Source: an optimization exercise on an open RTL-to-GDS flow (aim: small area). Production flows keep margins and buffers that such runs may drop.
Function was checked by simulation only, so behaviour that the tests miss may differ from the original.
Power and IR drop assume default switching activity.

==> design.v <==
`default_nettype none
module Count6250 (
	input wire clock,
	input wire run,
	output reg done
);
	reg [12:0] s;
	wire low_zero = (s[11:0] == 12'd0);
	wire fb = s[12] ^ s[3] ^ s[2] ^ s[0] ^ low_zero;
	always @(posedge clock) begin
		s <= run ? {s[11:0], fb} : 13'd0;
		done <= run & ((s == 13'b1011011110111) | (done & ~(s[12] & low_zero)));
	end
endmodule
module ConfirmCtl (
	input wire clock,
	input wire reset,
	input wire cf_s,
	output reg c_pulse
);
	reg c_lock;
	wire d_cnt_done;
	Count6250 dcnt (.clock(clock), .run(c_lock), .done(d_cnt_done));
	wire d_done = ~cf_s & d_cnt_done;
	always @(posedge clock) begin
		if (reset) begin
			c_pulse <= 1'b0;
			c_lock <= 1'b0;
		end
		else begin
			c_pulse <= ~c_pulse & ~c_lock & cf_s;
			c_lock <= c_pulse | (c_lock & ~d_done);
		end
	end
endmodule
module Bot (
	input wire clock,
	input wire reset,
	input wire sp_s,
	input wire [6:0] full,
	output reg [2:0] bcode,
	output reg b1
);
	reg [3:0] lf;
	always @(posedge clock)
		if (reset)
			lf <= 4'b1001;
		else
			lf <= {lf[2:0], lf[3] ^ lf[2]};
	wire x21 = lf[2] ^ lf[1];
	wire [6:0] rnd = {x21, lf[2], lf[3], lf[3] ^ x21, lf[0], lf[2], lf[3] ^ lf[1]};
	wire [6:0] want = rnd & ~full & {7{sp_s}};
	always @(*)
		if (want[3])
			bcode = 3'd3;
		else if (want[4])
			bcode = 3'd4;
		else if (want[2])
			bcode = 3'd2;
		else if (want[5])
			bcode = 3'd5;
		else if (want[1])
			bcode = 3'd1;
		else if (want[6])
			bcode = 3'd6;
		else if (want[0])
			bcode = 3'd0;
		else
			bcode = 3'd7;
	reg b2;
	wire t_cnt_done;
	Count6250 tcnt (.clock(clock), .run(b2), .done(t_cnt_done));
	wire t_done = ~sp_s & t_cnt_done;
	always @(posedge clock) begin
		if (reset) begin
			b1 <= 1'b0;
			b2 <= 1'b0;
		end
		else begin
			b1 <= ~b1 & ~b2 & (|want);
			b2 <= b1 | (b2 & ~t_done);
		end
	end
endmodule
module BoardStore (
	input wire clock,
	input wire clear,
	input wire do_move,
	input wire [2:0] code,
	input wire cp,
	output reg [48:0] bd
);
	integer c;
	always @(posedge clock)
		if (clear)
			bd <= {7{7'b0000001}};
		else if (do_move)
			for (c = 0; c < 7; c = c + 1)
				if ((code == c) & ~bd[7 * c + 6])
					bd[7 * c +: 7] <= {bd[7 * c +: 6], cp};
endmodule
module Vga (
	input wire clock,
	input wire reset,
	output reg [3:0] hk,
	output reg hp,
	output reg [2:0] vj,
	output reg vq,
	output wire hsync,
	output wire vsync,
	output wire valid
);
	reg [5:0] hc;
	reg [5:0] vr;
	wire [3:0] hk_inc = {hk[3] | (hk[2] & hk[1] & hk[0]), hk[2] ^ (hk[1] & hk[0]),
	                     hk[1] ^ hk[0], ~hk[0]};
	wire [2:0] vj_inc = {vj[2] ^ (vj[1] & vj[0]), vj[1] ^ vj[0], ~vj[0]};
	wire h_last = hk[3] ? (hc == 6'b100110) :                 
	              hp ? ((hk[2:0] == 3'd7) ? (hc == 6'b010011) :  
	                                        (hc == 6'b110111)) :  
	                   (hc == 6'b101100);                       
	wire eol = h_last & (hk == 4'd9);
	wire v_last = (vj == 3'd7) ? (vq ? (vr == 6'b001001) :       
	                                   (vr == 6'b000010)) :       
	              vq ? ((vj == 3'd6) ? (vr == 6'b110001) :       
	                                   (vr == 6'b101100)) :       
	                   (vr == 6'b111001);                       
	always @(posedge clock)
		if (reset) begin
			hk <= 4'd0;
			hp <= 1'b0;
			hc <= 6'b000001;
			vj <= 3'd0;
			vq <= 1'b0;
			vr <= 6'b000001;
		end
		else begin
			if (h_last) begin
				hc <= 6'b000001;
				hp <= ~hp & ~eol;
				if (eol)
					hk <= 4'd0;
				else if (hp)
					hk <= hk_inc;
			end
			else
				hc <= {hc[4:0], hc[5] ^ hc[4]};
			if (eol) begin
				if (v_last) begin
					vr <= 6'b000001;
					vq <= ~vq;
					if (vq)
						vj <= vj_inc;
				end
				else
					vr <= {vr[4:0], vr[5] ^ vr[4]};
			end
		end
	assign hsync = ~(hk == 4'd8);
	assign vsync = ~((vj == 3'd7) & ~vq);
	assign valid = ((hk < 4'd7) | ((hk == 4'd7) & ~hp)) & ((vj < 3'd6) | ((vj == 3'd6) & ~vq));
endmodule
module Pixel (
	input wire [48:0] bd,
	input wire hp,
	input wire [3:0] hk,
	input wire vq,
	input wire [2:0] vj,
	output wire red,
	output wire green,
	output wire blue
);
	wire is_board = ~hp | ~vq;
	reg [6:0] w;
	always @(*)
		case (hk[2:0])
			3'd0: w = bd[6:0];
			3'd1: w = bd[13:7];
			3'd2: w = bd[20:14];
			3'd3: w = bd[27:21];
			3'd4: w = bd[34:28];
			3'd5: w = bd[41:35];
			default: w = bd[48:42];
		endcase
	wire [6:0] mk;
	assign mk[6] = w[6];
	assign mk[5] = w[5] & ~w[6];
	assign mk[4] = w[4] & ~(|w[6:5]);
	assign mk[3] = w[3] & ~(|w[6:4]);
	assign mk[2] = w[2] & ~(|w[6:3]);
	assign mk[1] = w[1] & ~(|w[6:2]);
	assign mk[0] = w[0] & ~(|w[6:1]);
	reg occ, p2;
	always @(*)
		case (vj)
			3'd0: begin
				occ = w[6];
				p2 = (mk[6] & w[0]);
			end
			3'd1: begin
				occ = |w[6:5];
				p2 = (mk[6] & w[1]) | (mk[5] & w[0]);
			end
			3'd2: begin
				occ = |w[6:4];
				p2 = (mk[6] & w[2]) | (mk[5] & w[1]) | (mk[4] & w[0]);
			end
			3'd3: begin
				occ = |w[6:3];
				p2 = (mk[6] & w[3]) | (mk[5] & w[2]) | (mk[4] & w[1]) | (mk[3] & w[0]);
			end
			3'd4: begin
				occ = |w[6:2];
				p2 = (mk[6] & w[4]) | (mk[5] & w[3]) | (mk[4] & w[2]) | (mk[3] & w[1]) | (mk[2] & w[0]);
			end
			default: begin
				occ = |w[6:1];
				p2 = (mk[6] & w[5]) | (mk[5] & w[4]) | (mk[4] & w[3]) | (mk[3] & w[2]) | (mk[2] & w[1]) | (mk[1] & w[0]);
			end
		endcase
	assign blue = is_board;
	assign red = ~is_board & occ;
	assign green = red & p2;
endmodule
module TopChip (
	input wire clock,
	input wire reset,
	input wire [11:0] io_in,
	output wire [11:0] io_out
);
	reg [2:0] mv_code;
	always @(*)
		case (mv_h)
			7'b0000001: mv_code = 3'd0;
			7'b0000010: mv_code = 3'd1;
			7'b0000100: mv_code = 3'd2;
			7'b0001000: mv_code = 3'd3;
			7'b0010000: mv_code = 3'd4;
			7'b0100000: mv_code = 3'd5;
			7'b1000000: mv_code = 3'd6;
			default: mv_code = 3'd7;
		endcase
	reg [6:0] mv_h;
	reg [2:0] mv_s;
	reg cf_h, cf_s, sp_h, sp_s, pvp_h, pvp_s, ng_h, ng_s;
	always @(posedge clock) begin
		mv_h <= io_in[6:0];
		mv_s <= mv_code;
		cf_h <= io_in[7];
		cf_s <= cf_h;
		sp_h <= io_in[8];
		sp_s <= sp_h;
		pvp_h <= io_in[9];
		pvp_s <= pvp_h;
		ng_h <= io_in[10];
		ng_s <= ng_h;
	end
	reg cp;
	always @(posedge clock)
		if (reset)
			cp <= 1'b0;
		else
			cp <= sp_s;
	wire c_pulse;
	ConfirmCtl confirm (.clock(clock), .reset(reset), .cf_s(cf_s), .c_pulse(c_pulse));
	wire [48:0] bd;
	wire [6:0] full;
	genvar gc;
	generate
		for (gc = 0; gc < 7; gc = gc + 1) begin : g_full
			assign full[gc] = bd[7 * gc + 6];
		end
	endgenerate
	wire [2:0] bcode;
	wire b1;
	Bot bot (.clock(clock), .reset(reset), .sp_s(sp_s), .full(full), .bcode(bcode), .b1(b1));
	wire human = ~cp | pvp_s;
	wire [2:0] code = human ? mv_s : bcode;
	wire do_move = human ? c_pulse : b1;
	BoardStore board (.clock(clock), .clear(reset | ng_s), .do_move(do_move), .code(code),
	                  .cp(cp), .bd(bd));
	wire hp, vq;
	wire [3:0] hk;
	wire [2:0] vj;
	wire hsync, vsync, valid;
	Vga vga (.clock(clock), .reset(reset), .hp(hp), .hk(hk), .vq(vq), .vj(vj),
	         .hsync(hsync), .vsync(vsync), .valid(valid));
	wire red, green, blue;
	Pixel pixel (.bd(bd), .hp(hp), .hk(hk), .vq(vq), .vj(vj), .red(red), .green(green), .blue(blue));
	assign io_out[0] = vsync;
	assign io_out[1] = hsync;
	assign io_out[2] = valid;
	assign io_out[3] = 1'b0;
	assign io_out[5:4] = {2{red}};
	assign io_out[7:6] = {2{green}};
	assign io_out[9:8] = {2{blue}};
	assign io_out[11:10] = 2'b00;
endmodule
`default_nettype none
module my_chip (
    input logic [11:0] io_in,  
    output logic [11:0] io_out,  
    input logic clock,
    input logic reset  
);
    TopChip top_i (.clock(clock), .reset(reset), .io_in(io_in), .io_out(io_out));
endmodule
==> flow/run.sh <==
#!/bin/bash
# Own flow: the standard layout (standard.sh) with these changes:
#  - synthesis is the standard flow's script (synth_recipe.tcl: -nofsm -noshare, flatten and the
#    same renaming; registers are mapped before ABC and keep their names and cells)
#    with the changes in synth_override.tcl: ABC maps cells with an area-oriented
#    script (abc_area.script) instead of ORFS's speed script, and adders are not
#    extracted into half/full adder cells;
#  - port buffers use the smallest buffer cell (buf_1);
#  - the clock tree uses clkbuf_4 buffers under a clkbuf_8 root and no dummy
#    balancing loads.
# Every tool's output goes to the ORFS logs under orfs/logs and to flow.log here.
set -euo pipefail
here=$(pwd)
{
  head -n 1 synth_recipe.tcl
  cat flow/synth_override.tcl
  tail -n +2 synth_recipe.tcl
} > synth_area.tcl
sed "s#SYNTH_SCRIPT=[^ ]*#SYNTH_SCRIPT=$here/synth_area.tcl#" standard.sh > standard_area.sh
export AREA_ABC_SCRIPT="$here/flow/abc_area.script"
export BUFFER_PORTS_ARGS="-buffer_cell sky130_fd_sc_hd__buf_1"
export CTS_ARGS="-sink_clustering_enable -repair_clock_nets -dont_use_dummy_load -buf_list sky130_fd_sc_hd__clkbuf_4 -root_buf sky130_fd_sc_hd__clkbuf_8"
bash standard_area.sh finish > flow.log 2>&1
==> flow/abc_area.script <==
strash
dc2
&get -n
&deepsyn -I 10 -J 3
&dch -f
&nf -R 1000 -p -F 8 -A 4
&put
topo
stime -c
==> flow/synth_override.tcl <==
# Changes to the standard flow's synthesis script (synth_recipe.tcl), sourced after its first line.
# Registers are mapped by dfflibmap as before, so they keep their names and cells.
# 1. Run ABC's cell mapping with the script named by AREA_ABC_SCRIPT.
proc abc {args} {
  set i [lsearch -exact $args -script]
  if {$i >= 0 && [info exists ::env(AREA_ABC_SCRIPT)]} {
    lset args [expr {$i + 1}] $::env(AREA_ABC_SCRIPT)
  }
  yosys abc {*}$args
}
# 2. Leave small adders to ABC instead of fixing them as half/full adder cells.
proc extract_fa {args} {}
==> standard.sh <==
#!/bin/bash
# synth_recipe.tcl (not shown) runs the flow's synth.tcl, then flattens the netlist and writes it again
# the make line also repeats each setting of config.mk as NAME=value (left out here)
make -C /OpenROAD-flow-scripts/flow DESIGN_CONFIG=/design/flow/config.mk WORK_HOME=/design/flow/orfs CLKGATE_MAP_FILE= SYNTH_SCRIPT=/design/flow/synth_recipe.tcl "${@:-finish}"
==> config.mk <==
export PLATFORM = sky130hd
export DESIGN_NAME = my_chip
export DESIGN_NICKNAME = my_chip
export VERILOG_FILES = /design/flow/design.v
export SDC_FILE = /design/flow/constraint.sdc
export NUM_CORES = 4
export LEC_CHECK = 0
export CAP_MARGIN = 20
export CORE_MARGIN = 2
export CORE_UTILIZATION = 60
export SLEW_MARGIN = 20
==> constraint.sdc <==
create_clock -name core_clock -period 20.0 [get_ports {clock}]
set_input_delay 4.0000 -clock core_clock [delete_from_list [all_inputs] [get_ports {clock}]]
set_output_delay 4.0000 -clock core_clock [all_outputs]
set_load 0.01 [all_outputs]
==> impl_metrics.csv, run 1 <==
group,metric,value,unit
clock_network,htreeDepth,4,
clock_network,clockRootBuffer,"clkbuf_8",
finish,seqCellArea,0.00250,mm^2
finish,multi_input_area,0.00218,mm^2
clock_network,postCtsSetupBuffers,0,
timing,drv_slew,0,
timing,timing.hold.ws,332,ps
setup_path,cp-endpoint,"io_out[7]",
finish,final_util,65.6,%
synth,synthDistinctLibCells,46,
die,dieArea,0.00878,mm^2
die,core_area,0.00777,mm^2
die,dieHeight,93.7,um
drt,drt-total-wl,9730,um
clock_network,cts.path.max_buffers,2,
clock_network,insertion_delay,410,ps
finish,nets,549,
hold_path,hold_depth,0,
finish,syn_to_final_growth,5.49,%
setup_path,cp_max_fo,14,
synth,synth-seq-area-share,51.8,%
hold_path,hold_class,"flop to flop",
global_route,grt-ovfl-total,0,
clock_network,postCtsHoldBufs,0,
pwr,power,388,uW
synth,synth-edff-count,0,
setup_path,cp-end-kind,"primary output",
global_route,grt_pass1_wl,16800,um
timing,worst_slack,12560,ps
place,hpwl,7020,um
drt,via_per_inst,6.04,
place,place_area,0.00496,mm^2
timing,finClkSkew,51.3,ps
synth,synth_top_area_share,51.8,%
timing,grt_setup_unrepaired,"false",
pwr,ir_drop,0.0609,mV
setup_path,r2r_end,"top_i.vga.vr[1]",
drt,num_vias,3833,
clock_network,cts.sinks,125,
die,die_w,93.7,um
clock_network,ctsResizeCount,0,
finish,final_cells,635,
drt,dr.pass1.iters,6,
timing,fin_tns_setup,0,ps
place,place_congestion,0.909,
synth,syn_area,0.00483,mm^2
setup_path,reg2reg_from,"top_i.vga.hk[1]",
outcome,status,"timing/DRC/antenna clean",
place,numPortBuffers,21,
synth,synth_top_cell_by_area,"dfxtp_1",
pwr,powerDensity,76.2,mW/mm^2
synth,synth_area_leaders,"dfxtp_1, a22o_1, and2_0, nor2_1, a22oi_1",
finish,diodes,0,
timing,fin_crit_sh,37.2,%
global_route,grt_max_degree,22,
drt,drcViolationCount,0,
synth,yosysWarnings,7,
synth,synth_area_per_cell,9.58,um^2
timing,clock.fmax,134,MHz
die,ios,26,
setup_path,critical_path_required,16000,ps
die,initial_core_util,62.2,%
global_route,grt_pass1_vias,3658,
timing,finalHoldViolCount,0,
clock_network,tritoncts,"done",
synth,synth_top_flop_cell,"dfxtp_1",
synth,ys_ff_latch,125,
die,core.rowCount,32,
timing,worst-slew-pin-transition,920,ps
setup_path,regToRegSetupSlack,17030,ps
setup_path,critPathArrivalTime,3440,ps
finish,fillers,643,
job,max_cap_violations,0,
clock_network,cts_buffers,17,
pwr,leakagePower,1.83,nW
finish,drive_gt1_share,3.38,%
place,post-place-ws,12990,ps
finish,design_area,0.00509,mm^2
synth,async_flop_share,0,%
drt,ant_nets,0,
place,placedCellCount,618,
clock_network,path_clk_slew,80,ps
drt,wl_per_cell,15.3,um
setup_path,rr_worst_depth,6,
synth,synthCells,504,
timing,finalCriticalPeriod,7440,ps
setup_path,startpoint,"top_i.vga.hk[0]",
setup_path,start_kind,"flop",
timing,setup_viol,0,
global_route,grt_use_total,24.3,%
timing,slew_headroom,38.2,%
global_route,antenna_found_initial,0,
setup_path,critPathKind,"flop to primary output",
drt,first_iter_violations,176,
[how the worst min path moves through the flow]
stage | start | end | slack (ps)
6_report | top_i.cf_h | top_i.cf_s | 330
2_1_floorplan | top_i.cf_h | top_i.cf_s | 310
3_5_place_dp | top_i.cf_h | top_i.cf_s | 310
4_1_cts | top_i.cf_h | top_i.cf_s | 330
3_3_place_gp | top_i.ng_h | top_i.ng_s | 310
5_1_grt | top_i.cf_h | top_i.cf_s | 330
[metal layers]
| metal | up-vias | GRT usage [%] | share of wire (%) | routed length (um) |
|---|---|---|---|---|
| met2 | 115 | 37.6 | 45 | 4340 |
| li1 | 1907 | - | - | - |
| met3 | 25 | 7.14 | 5.0 | 491 |
| met5 | - | 0 | 0 | 0 |
| met4 | 0 | 9.18 | 2.0 | 192 |
| met1 | 1786 | 32.2 | 48 | 4700 |
[cells in the mapped netlist, drive strengths merged (2+ instances only)]
| cell type | number |
|---|---|
| a211oi | 4 |
| a21oi | 26 |
| a222oi | 6 |
| a22o | 40 |
| a22oi | 18 |
| a31oi | 10 |
| a41oi | 2 |
| and2 | 35 |
| and3 | 10 |
| and3b | 2 |
| buf | 12 |
| clkinv | 17 |
| dfxtp | 125 |
| nand2 | 26 |
| nand2b | 8 |
| nand3 | 11 |
| nand3b | 3 |
| nand4 | 3 |
| nor2 | 49 |
| nor2b | 8 |
| nor3 | 20 |
| nor3b | 4 |
| nor4 | 10 |
| nor4b | 2 |
| o211ai | 6 |
| o21ai | 11 |
| o21bai | 2 |
| o22a | 2 |
| o31ai | 3 |
| or2 | 3 |
| xnor2 | 8 |
| xor2 | 4 |
[layout make-up]
type | count | area share, %
tap | 102 | 2.50
clock buffer | 17 | 2.63
timing repair buffer | 22 | 1.69
inverter | 17 | 1.25
multi-input combinational | 352 | 42.8
sequential | 125 | 49.1
[sequential cells by signal, summed over array words and instances, names as in the netlist, 4 cells and up]
| signal | flops |
|---|---|
| top_i.board.bd | 49 |
| top_i.bot.lf | 4 |
| top_i.bot.tcnt.s | 13 |
| top_i.confirm.dcnt.s | 13 |
| top_i.mv_h | 7 |
| top_i.vga.hc | 6 |
| top_i.vga.hk | 4 |
| top_i.vga.vr | 6 |
[report_power, final]
part	internal, mW	switching [mW]	total [mW]	leakage, nW
sequential	0.253	0.00479	0.258	1.02
clock	0.0416	0.0732	0.115	0.0808
combinational	0.00623	0.00921	0.0154	0.731
total	0.301	0.0872	0.388	1.83
[cell families (layout without fill, tap and decap cells)]
group / after synthesis / in the layout / synth area share [%]
simple gates: 198 / 198 / 21.6
flops: 125 / 125 / 51.8
xor+xnor: 12 / 12 / 2.18
compound gates: 137 / 137 / 20.8
other cells: 1 / 3 / 0.0776
mux: 2 / 2 / 0.440
buf+inv: 29 / 56 / 3.19
[worst max-delay path: stages, from the launching register on]
cell	delay [ps]
dfxtp_1	460
nor3_1	820
a22oi_1	200
and3_1	340
mux2_1	350
o211ai_1	150
nand3_1	90
o311ai_0	110
a21oi_1	70
nor4_1	290
buf_1	190
[placed cells by master (no fill, tap or decap), types with 16 or more instances in the layout]
cell type,instances
nor2_1,49
nor3_1,20
a22o_1,40
clkbuf_4,16
buf_1,21
dfxtp_1,125
a21oi_1,26
and2_0,35
clkinv_1,17
nand2_1,26
a22oi_1,18
==> run 2: changes to the inputs <==
==> flow/abc_area.script (replaced) <==
strash
dc2
&get -n
&deepsyn -I 20 -J 5
&dch -f
&nf -R 1000 -p -F 16 -A 8 -C 32
&put
topo
stime -c
--- a/config.mk
+++ b/config.mk
@@ -8,4 +8,4 @@
 export CAP_MARGIN = 20
 export CORE_MARGIN = 2
-export CORE_UTILIZATION = 60
+export CORE_UTILIZATION = 50
 export SLEW_MARGIN = 20
==> impl_metrics.csv, run 2 <==
group,metric,value,unit
setup_path,crit_top_cell,"nor2_1",
outcome,status,"timing/DRC/antenna clean",
clock_network,cts.sinks,125,
timing,finalHoldViolCount,0,
timing,worst-slew-pin-transition,1000,ps
drt,via_per_inst,5.68,
setup_path,critPathKind,"flop to primary output",
synth,ys_ff_latch,125,
setup_path,cpPeakStageDelay,810,ps
timing,clock.fmax,136,MHz
finish,diodes,0,
hold_path,hold_depth,0,
die,ios,26,
die,core.rowCount,35,
synth,syn_area,0.00479,mm^2
setup_path,start_kind,"flop",
drt,num_vias,3752,
timing,finalCriticalPeriod,7350,ps
setup_path,slowest_stage,"nor3_1",
drt,first_iter_violations,184,
setup_path,critPathArrivalTime,3350,ps
setup_path,r2r_end,"top_i.board.bd[19]",
clock_network,cts_buffers,17,
setup_path,critical_path_required,16000,ps
hold_path,whs_endpoint,"top_i.sp_s",
global_route,grt-ovfl-total,0,
drt,ant_nets,0,
place,hpwl,7020,um
job,max_cap_violations,0,
setup_path,cp_max_fo,16,
finish,syn_to_final_growth,6.24,%
pwr,ir_drop,0.0446,mV
setup_path,regToRegSetupSlack,16720,ps
global_route,grt_pass1_wl,16400,um
drt,drcViolationCount,0,
place,numPortBuffers,21,
pwr,powerDensity,76.0,mW/mm^2
drt,wl_met1,4810,um
pwr,power,387,uW
synth,synth_area_leaders,"dfxtp_1, a22o_1, and2_0, nor2_1, a21oi_1",
timing,finClkSkew,26.9,ps
hold_path,hp-start,"top_i.sp_h",
clock_network,postCtsSetupBuffers,0,
finish,largest_register_ffs,49,
finish,fillers,885,
drt,met3_length,422,um
timing,worst_slack,12650,ps
setup_path,crit_cells,12,
drt,highest_layer,"met4",
global_route,antenna_found_initial,0,
drt,wl_per_cell,14.9,um
timing,slew_headroom,33.2,%
timing,drv_slew,0,
clock_network,htreeDepth,4,
finish,layout_common_cells,"dfxtp_1, nor2_1, a22o_1",
die,core_area,0.00928,mm^2
finish,layout_commonest_cell,"dfxtp_1",
global_route,grt_max_degree,22,
setup_path,reg2reg_from,"top_i.bot.lf[2]",
clock_network,ctsResizeCount,0,
synth,synth_top_area_share,52.2,%
clock_network,path_clk_slew,80,ps
timing,setup_viol,0,
clock_network,postCtsHoldBufs,0,
clock_network,insertion_delay,390,ps
setup_path,rr_worst_depth,11,
clock_network,clockRootBuffer,"clkbuf_8",
synth,synth_most_common_cell,"dfxtp_1",
synth,synthDistinctLibCells,45,
synth,synth_top_flop_cell,"dfxtp_1",
clock_network,tritoncts,"done",
finish,nets,548,
clock_network,cts.path.max_buffers,2,
hold_path,hold_class,"flop to flop",
global_route,grt_use_total,20.3,%
finish,largest_register,"top_i.board.bd",
timing,fin_tns_setup,0,ps
place,place_congestion,0.821,
drt,drt-total-wl,9820,um
finish,top_regs,"top_i.board.bd: 49 flops, top_i.bot.tcnt.s: 13 flops, top_i.confirm.dcnt.s: 13 flops",
place,post-place-ws,13020,ps
finish,drive_gt1_share,3.38,%
synth,synthCells,503,
die,initial_core_util,51.6,%
pwr,leakagePower,1.79,nW
setup_path,cp_top_family,"simple AND/OR/NAND/NOR gates",
synth,synth_area_per_cell,9.53,um^2
die,die_w,102,um
die,dieArea,0.0104,mm^2
finish,multi_input_area,0.00214,mm^2
synth,synth_top_cell_by_area,"dfxtp_1",
drt,dr.pass1.iters,6,
synth,synth-seq-area-share,52.2,%
setup_path,cp-end-kind,"primary output",
timing,grt_setup_unrepaired,"false",
global_route,grt_pass1_vias,3461,
drt,route.met2.wl,4450,um
finish,seqCellArea,0.00250,mm^2
synth,yosysWarnings,7,
synth,async_flop_share,0,%
synth,synth-edff-count,0,
setup_path,path_buf_inv,1,
timing,fin_crit_sh,36.7,%
synth,netlist_top_cells_count,"dfxtp_1, nor2_1, a22o_1",
setup_path,path_cells,"nor3_1 > a22oi_1 > and3_1 > o21bai_1 > a31oi_1 > nor3_1 > a21oi_1 > nor2_1 > nor2_1 > o21ai_0 > nor2_1 > buf_1",
die,dieHeight,102,um
run 2: changes by cell type after synthesis, moves of 4 or more:
cell,delta
nor3_1,-6
a31oi_1,-4
o21ai_0,+6
o211ai_1,-6
nand2b_1,-4
o22ai_1,+4
run 2: per-layer routing:
metal  vias up  track usage [%]
met3        11             5.13
met1      1769             26.7
met5         -                0
met4         0             7.79
li1       1896                -
met2        76             32.2
run 2: stage by stage:
step | hold slack (ps) | std cells | utilization (%) | instance area (um^2)
after floorplan | 310 | 505 | - | 4800
after global placement | 311 | 644 | 53.4 | 4960
after detailed placement | 315 | 644 | 53.4 | 4960
after CTS | 333 | 661 | 54.9 | 5090
after global routing | 336 | 661 | 54.9 | 5090
final | 331 | 661 | 54.9 | 5090
run 2: how the worst max path moves through the flow:
| stage | start | endpoint |
|---|---|---|
| floorplan | top_i.vga.hk[0] | io_out[6] |
| global placement | top_i.vga.hk[0] | io_out[6] |
| detailed placement | top_i.vga.hk[0] | io_out[6] |
| CTS | top_i.vga.hk[0] | io_out[6] |
| global route | top_i.vga.hk[0] | io_out[6] |
| finish | top_i.vga.hk[0] | io_out[6] |
run 2: cell families (layout without fill, tap and decap cells):
group	Yosys count	count (layout)	synth area share, %
multiplexers	1	1	0.209
other	1	3	0.0782
AO/OA/AOI/OAI	140	140	21.1
XOR/XNOR	9	9	1.64
flip-flops	125	125	52.2
buffers and inverters	30	57	3.29
AND/OR/NAND/NOR	197	197	21.5
run 2: final cells by class:
type                    instances  area share, %
well taps                     129           3.17
flip-flops and latches        125           49.1
clock buffers                  17           2.63
repair buffers                 22           1.70
multi-input cells             350           42.0
inverters                      18           1.33
run 2: where the power goes:
part | total [mW] | internal [mW] | switching [mW]
clock | 0.114 | 0.0417 | 0.0724
combinational | 0.0151 | 0.00614 | 0.00891
sequential | 0.258 | 0.253 | 0.00463
total | 0.387 | 0.301 | 0.0860
==> run 3: changes to the inputs <==
--- a/flow/run.sh
+++ b/flow/run.sh
@@ -7,5 +7,5 @@
 #    extracted into half/full adder cells;
 #  - port buffers use the smallest buffer cell (buf_1);
-#  - the clock tree uses clkbuf_4 buffers under a clkbuf_8 root and no dummy
+#  - the clock tree uses clkbuf_4 buffers under a clkbuf_16 root and no dummy
 #    balancing loads.
 # Every tool's output goes to the ORFS logs under orfs/logs and to flow.log here.
@@ -20,4 +20,4 @@
 export AREA_ABC_SCRIPT="$here/flow/abc_area.script"
 export BUFFER_PORTS_ARGS="-buffer_cell sky130_fd_sc_hd__buf_1"
-export CTS_ARGS="-sink_clustering_enable -repair_clock_nets -dont_use_dummy_load -buf_list sky130_fd_sc_hd__clkbuf_4 -root_buf sky130_fd_sc_hd__clkbuf_8"
+export CTS_ARGS="-sink_clustering_enable -repair_clock_nets -dont_use_dummy_load -buf_list sky130_fd_sc_hd__clkbuf_4 -root_buf sky130_fd_sc_hd__clkbuf_16"
 bash standard_area.sh finish > flow.log 2>&1
==> flow/abc_area.script (replaced) <==
strash
dc2
&get -n
&deepsyn -I 10 -J 3
&dch -f
&nf -R 1000 -p -F 8 -A 4
&put
topo
stime -c
--- a/config.mk
+++ b/config.mk
@@ -8,4 +8,4 @@
 export CAP_MARGIN = 20
 export CORE_MARGIN = 2
-export CORE_UTILIZATION = 50
+export CORE_UTILIZATION = 60
 export SLEW_MARGIN = 20
==> impl_metrics.csv, run 3 <==
group,metric,value,unit
outcome,status,"timing/DRC/antenna clean",
pwr,leakagePower,1.83,nW
global_route,grt_use_met3,7.14,%
global_route,grt-ovfl-total,0,
setup_path,critPathKind,"flop to primary output",
synth,ys_ff_latch,125,
die,ios,26,
timing,worst-slew-pin-transition,976,ps
timing,fin_tns_setup,0,ps
timing,finalCriticalPeriod,7430,ps
finish,largest_register,"top_i.board.bd",
pwr,ir_drop,0.0612,mV
drt,via_per_inst,6.04,
setup_path,regToRegSetupSlack,17020,ps
setup_path,cp-end-kind,"primary output",
setup_path,path_cells,"nor3_1 > a22oi_1 > and3_1 > mux2_1 > o211ai_1 > nand3_1 > o311ai_0 > a21oi_1 > nor4_1 > buf_1",
global_route,grt_max_degree,22,
drt,first_iter_violations,161,
synth,synth_top_cell_by_area,"dfxtp_1",
synth,synth_area_leaders,"dfxtp_1, a22o_1, and2_0, nor2_1, a22oi_1",
global_route,use_met2,37.6,%
timing,slew_headroom,34.4,%
timing,fin_crit_sh,37.2,%
finish,final_util,65.7,%
hold_path,hp-start,"top_i.cf_h",
synth,synth-edff-count,0,
die,die_w,93.7,um
drt,drcViolationCount,0,
clock_network,insertion_delay,360,ps
job,max_cap_violations,0,
clock_network,tritoncts,"done",
setup_path,cp_max_fo,14,
synth,synth_top_area_share,51.8,%
place,place_congestion,0.909,
finish,syn_to_final_growth,5.73,%
setup_path,start_kind,"flop",
global_route,antenna_found_initial,0,
clock_network,clockRootBuffer,"clkbuf_16",
global_route,use_met1,32.2,%
global_route,busiest_layer,"met2",
pwr,powerDensity,76.9,mW/mm^2
finish,diodes,0,
clock_network,cts.path.max_buffers,2,
synth,netlist_top_cells_count,"dfxtp_1, nor2_1, a22o_1",
finish,design_area,0.00511,mm^2
clock_network,postCtsSetupBuffers,0,
timing,clock.fmax,135,MHz
die,initial_core_util,62.2,%
synth,synthCells,504,
drt,wl_per_cell,15.3,um
timing,setup_viol,0,
setup_path,slowest_stage,"nor3_1",
setup_path,r2r_end,"top_i.vga.vr[1]",
drt,dr.pass1.iters,5,
timing,drv_slew,0,
finish,layout_common_cells,"dfxtp_1, nor2_1, a22o_1",
timing,finClkSkew,51.1,ps
hold_path,hold_depth,0,
finish,nets,549,
hold_path,whs_endpoint,"top_i.cf_s",
clock_network,postCtsHoldBufs,0,
place,place_area,0.00496,mm^2
synth,yosysWarnings,7,
die,core.rowCount,32,
finish,largest_register_ffs,49,
synth,synth_top_flop_cell,"dfxtp_1",
synth,synth_area_per_cell,9.58,um^2
place,hpwl,7020,um
drt,num_vias,3837,
clock_network,ctsResizeCount,0,
setup_path,rr_worst_depth,6,
setup_path,reg2reg_from,"top_i.vga.hk[1]",
hold_path,hold_class,"flop to flop",
die,dieArea,0.00878,mm^2
clock_network,cts.sinks,125,
setup_path,cp_top_family,"simple AND/OR/NAND/NOR gates",
clock_network,path_clk_slew,80,ps
synth,async_flop_share,0,%
die,dieHeight,93.7,um
clock_network,htreeDepth,4,
setup_path,critical_path_required,16000,ps
clock_network,cts_buffers,17,
timing,finalHoldViolCount,0,
synth,synth_most_common_cell,"dfxtp_1",
synth,synthDistinctLibCells,46,
synth,synth-seq-area-share,51.8,%
setup_path,path_buf_inv,1,
finish,layout_commonest_cell,"dfxtp_1",
global_route,grt_use_total,24.3,%
finish,top_regs,"top_i.board.bd: 49 flops, top_i.bot.tcnt.s: 13 flops, top_i.confirm.dcnt.s: 13 flops",
place,numPortBuffers,21,
pwr,power,393,uW
synth,syn_area,0.00483,mm^2
global_route,grt_pass1_wl,16800,um
global_route,grt_pass1_vias,3658,
finish,drive_gt1_share,3.38,%
timing,grt_setup_unrepaired,"false",
drt,ant_nets,0,
finish,fillers,641,
die,core_area,0.00777,mm^2
drt,drt-total-wl,9710,um
setup_path,critPathArrivalTime,3430,ps
setup_path,cpPeakStageDelay,860,ps
==> run 3: changes by cell type after synthesis, moves of 4 or more <==
cell / change
o22ai_1: -4
a31oi_1: +4
nand2b_1: +4
nor3_1: +6
o21ai_0: -6
o211ai_1: +6
==> run 3: power by group <==
group / internal, mW / switching, mW / total (mW)
clock: 0.0463 / 0.0726 / 0.119
combinational: 0.00623 / 0.00925 / 0.0155
sequential: 0.253 / 0.00479 / 0.258
total: 0.306 / 0.0867 / 0.393
==> run 3: through the flow <==
stage / std cells / setup WS (ps) / hold WS, ps
finish: 635 / 12570 / 331
global route: 635 / 12260 / 335
CTS: 635 / 12630 / 333
detailed placement: 618 / 12990 / 313
global placement: 618 / 13020 / 311
floorplan: 506 / 13420 / 310
==> run 3: cell families after synthesis <==
kind of cell           count (synthesis)  synth area share, %
other                                  1               0.0776
AO/OA/AOI/OAI                        137                 20.8
XOR/XNOR                              12                 2.18
AND/OR/NAND/NOR                      198                 21.6
flip-flops                           125                 51.8
buffers and inverters                 29                 3.19
multiplexers                           2                0.440
==> run 3: worst max-delay path by stage <==
stage | startpoint | end | slack, ps | cells past startpoint
2_1_floorplan | top_i.vga.hk[1] | io_out[6] | 13420 | 11
4_1_cts | top_i.vga.hk[0] | io_out[7] | 12630 | 10
5_1_grt | top_i.vga.hk[0] | io_out[7] | 12260 | 10
3_3_place_gp | top_i.vga.hk[0] | io_out[7] | 13020 | 10
6_report | top_i.vga.hk[0] | io_out[7] | 12570 | 10
3_5_place_dp | top_i.vga.hk[0] | io_out[7] | 12990 | 10
==> run 3: final cells by class <==
type | count | area (um^2) | area share (%)
Multi-Input combinational cell | 352 | 2180 | 42.7
Tap cell | 102 | 128 | 2.50
Sequential cell | 125 | 2500 | 49.0
Inverter | 17 | 63.8 | 1.25
Timing Repair Buffer | 22 | 86.3 | 1.69
Clock buffer | 17 | 145 | 2.84
==> run 3: metal layers <==
layer,vias up,routed length (um),part of all wire (%)
met4,0,195,2.0
met2,110,4360,45
met3,26,482,5.0
met5,-,0,0
met1,1796,4670,48
li1,1905,-,-
==> run 4: changes to the inputs <==
--- a/config.mk
+++ b/config.mk
@@ -8,4 +8,4 @@
 export CAP_MARGIN = 20
 export CORE_MARGIN = 2
-export CORE_UTILIZATION = 60
+export CORE_UTILIZATION = 50
 export SLEW_MARGIN = 20
==> impl_metrics.csv, run 4 <==
group,metric,value,unit
synth,synth-edff-count,0,
clock_network,clockRootBuffer,"clkbuf_16",
clock_network,postCtsSetupBuffers,0,
drt,wl_per_cell,15.0,um
synth,synth_top_cell_by_area,"dfxtp_1",
setup_path,critPathKind,"flop to primary output",
drt,dr.pass1.iters,5,
clock_network,ctsResizeCount,0,
finish,syn_to_final_growth,6.42,%
die,dieArea,0.0105,mm^2
clock_network,path_clk_slew,80,ps
timing,finClkSkew,34.4,ps
pwr,ir_drop,0.0582,mV
timing,drv_slew,0,
drt,ant_nets,0,
global_route,grt-ovfl-total,0,
global_route,grt_max_degree,22,
finish,layout_common_cells,"dfxtp_1, nor2_1, a22o_1",
setup_path,start_kind,"flop",
outcome,status,"timing/DRC/antenna clean",
job,max_cap_violations,0,
finish,diodes,0,
timing,fin_crit_sh,37.1,%
hold_path,hold_class,"flop to flop",
timing,grt_setup_unrepaired,"false",
pwr,power,394,uW
die,ios,26,
synth,synthCells,504,
timing,finalHoldViolCount,0,
die,die_w,102,um
finish,largest_register,"top_i.board.bd",
global_route,antenna_found_initial,0,
synth,netlist_top_cells_count,"dfxtp_1, nor2_1, a22o_1",
clock_network,insertion_delay,360,ps
place,place_congestion,0.820,
setup_path,cp_max_fo,11,
place,post-place-ws,12960,ps
pwr,powerDensity,76.7,mW/mm^2
setup_path,critical_path_required,16000,ps
finish,drive_gt1_share,3.38,%
finish,layout_commonest_cell,"dfxtp_1",
synth,synth_top_flop_cell,"dfxtp_1",
synth,synth_most_common_cell,"dfxtp_1",
clock_network,cts.sinks,125,
timing,fin_tns_setup,0,ps
timing,slew_headroom,37.6,%
clock_network,tritoncts,"done",
synth,synth-seq-area-share,51.8,%
finish,largest_register_ffs,49,
die,dieHeight,102,um
place,numPortBuffers,21,
drt,drt-total-wl,9930,um
pwr,leakagePower,1.83,nW
timing,worst-slew-pin-transition,929,ps
timing,finalCriticalPeriod,7420,ps
global_route,grt_pass1_wl,16900,um
synth,synth_area_per_cell,9.58,um^2
global_route,grt_use_total,20.9,%
clock_network,cts.path.max_buffers,2,
timing,worst_slack,12580,ps
synth,ys_ff_latch,125,
synth,async_flop_share,0,%
drt,num_vias,3736,
finish,top_regs,"top_i.board.bd: 49 flops, top_i.bot.tcnt.s: 13 flops, top_i.confirm.dcnt.s: 13 flops",
synth,yosysWarnings,7,
die,core_area,0.00933,mm^2
clock_network,postCtsHoldBufs,0,
synth,synth_area_leaders,"dfxtp_1, a22o_1, and2_0, nor2_1, a22oi_1",
timing,timing.hold.ws,329,ps
drt,drcViolationCount,0,
setup_path,critPathArrivalTime,3420,ps
die,initial_core_util,51.8,%
clock_network,htreeDepth,4,
finish,nets,549,
synth,synth_top_area_share,51.8,%
timing,clock.fmax,135,MHz
clock_network,cts_buffers,17,
drt,via_per_inst,5.64,
synth,synthDistinctLibCells,46,
place,hpwl,7060,um
setup_path,cp-end-kind,"primary output",
die,core.rowCount,35,
timing,setup_viol,0,
synth,syn_area,0.00483,mm^2
global_route,grt_pass1_vias,3540,
drt,first_iter_violations,180,
finish,fillers,885,
## run 4: cell counts in the layout (fill, tap and decap cells not counted)
Identical to the previous run, type by type.
## run 4: final timing paths
check	start	end	slack, ps	cells past startpoint
worst max-delay path	top_i.vga.hk[1]	io_out[7]	12580	10
worst min-delay path	top_i.ng_h	top_i.ng_s	330	0
worst max register to register	top_i.vga.hk[1]	top_i.vga.vr[0]	17050	6
worst min register to register	top_i.ng_h	top_i.ng_s	330	0
## run 4: kinds of logic after synthesis
kind of cell | share of synthesized area [%]
AOI/OAI and AO/OA | 20.8
muxes | 0.440
xor gates and xnor gates | 2.18
other | 0.0776
and+or+nand+nor | 21.6
DFF | 51.8
buffers and inverters | 3.19
## run 4: power by group
group / leakage (nW) / switching (mW) / internal [mW]
logic: 0.731 / 0.00914 / 0.00623
registers: 1.02 / 0.00491 / 0.253
clock network: 0.0859 / 0.0745 / 0.0464
total: 1.83 / 0.0885 / 0.306
## run 4: metal layers
metal / track usage [%] / vias to the layer above / routed length, um / part of all wire, %
li1: - / 1906 / - / -
met1: 28.5 / 1745 / 4970 / 50
met2: 31.3 / 71 / 4370 / 44
met3: 5.40 / 14 / 376 / 3.8
met4: 9.64 / 0 / 205 / 2.1
met5: 0 / - / 0 / 0
## run 4: critical path: stages, from the launching register on
cell,delay [ps]
dfxtp_1,510
nor3b_1,790
a222oi_1,180
and3_1,330
mux2_1,340
o211ai_1,160
nand3_1,90
o311ai_0,120
a21oi_1,70
nor4_1,290
buf_1,190
## run 4: stage by stage
stage               instances  util, %  area, um^2
global route              662     55.1        5140
global placement          645     53.5        4990
floorplan                 506        -        4840
CTS                       662     55.1        5140
finish                    662     55.1        5140
detailed placement        645     53.5        4990
## run 4: layout make-up
| cell class | instances | area (um^2) | share of cell area (%) |
|---|---|---|---|
| clock buffer | 17 | 145 | 2.82 |
| multi-input combinational | 352 | 2180 | 42.4 |
| inverter | 17 | 63.8 | 1.24 |
| timing repair buffer | 22 | 86.3 | 1.68 |
| sequential | 125 | 2500 | 48.7 |
| tap | 129 | 161 | 3.14 |

## separate check: timing with driven ports
How much do the figures lean on ideal ports? The routed layouts below were timed once more, with nothing changed but the port constraints. Step 1: set_driving_cell puts a clkbuf_16 on clock and a buf_2 on each other input, an assumption about the parent block. Step 2 moves the port delays by t, midway between the first and last clock arrival at a register: inputs arrive t later, outputs are due t later. That takes back most of the time a late clock gives input paths. Three values: no drivers, after step 1, after step 2; two values: the first two.
run | shift t [ns] | slack for setup (ns) | hold slack, ns | latest minus earliest clock arrival (ns)
run 1 | 0.409 | 12.561 / 12.530 / 12.939 | 0.332 / 0.332 / 0.332 | 0.059 / 0.059
run 2 | 0.411 | 12.652 / 12.618 / 13.030 | 0.331 / 0.331 / 0.331 | 0.033 / 0.033
run 3 | 0.369 | 12.568 / 12.533 / 12.901 | 0.331 / 0.331 / 0.331 | 0.059 / 0.059
run 4 | 0.381 | 12.583 / 12.544 / 12.925 | 0.329 / 0.329 / 0.329 | 0.036 / 0.036
After both steps setup and hold are still met in every run listed.
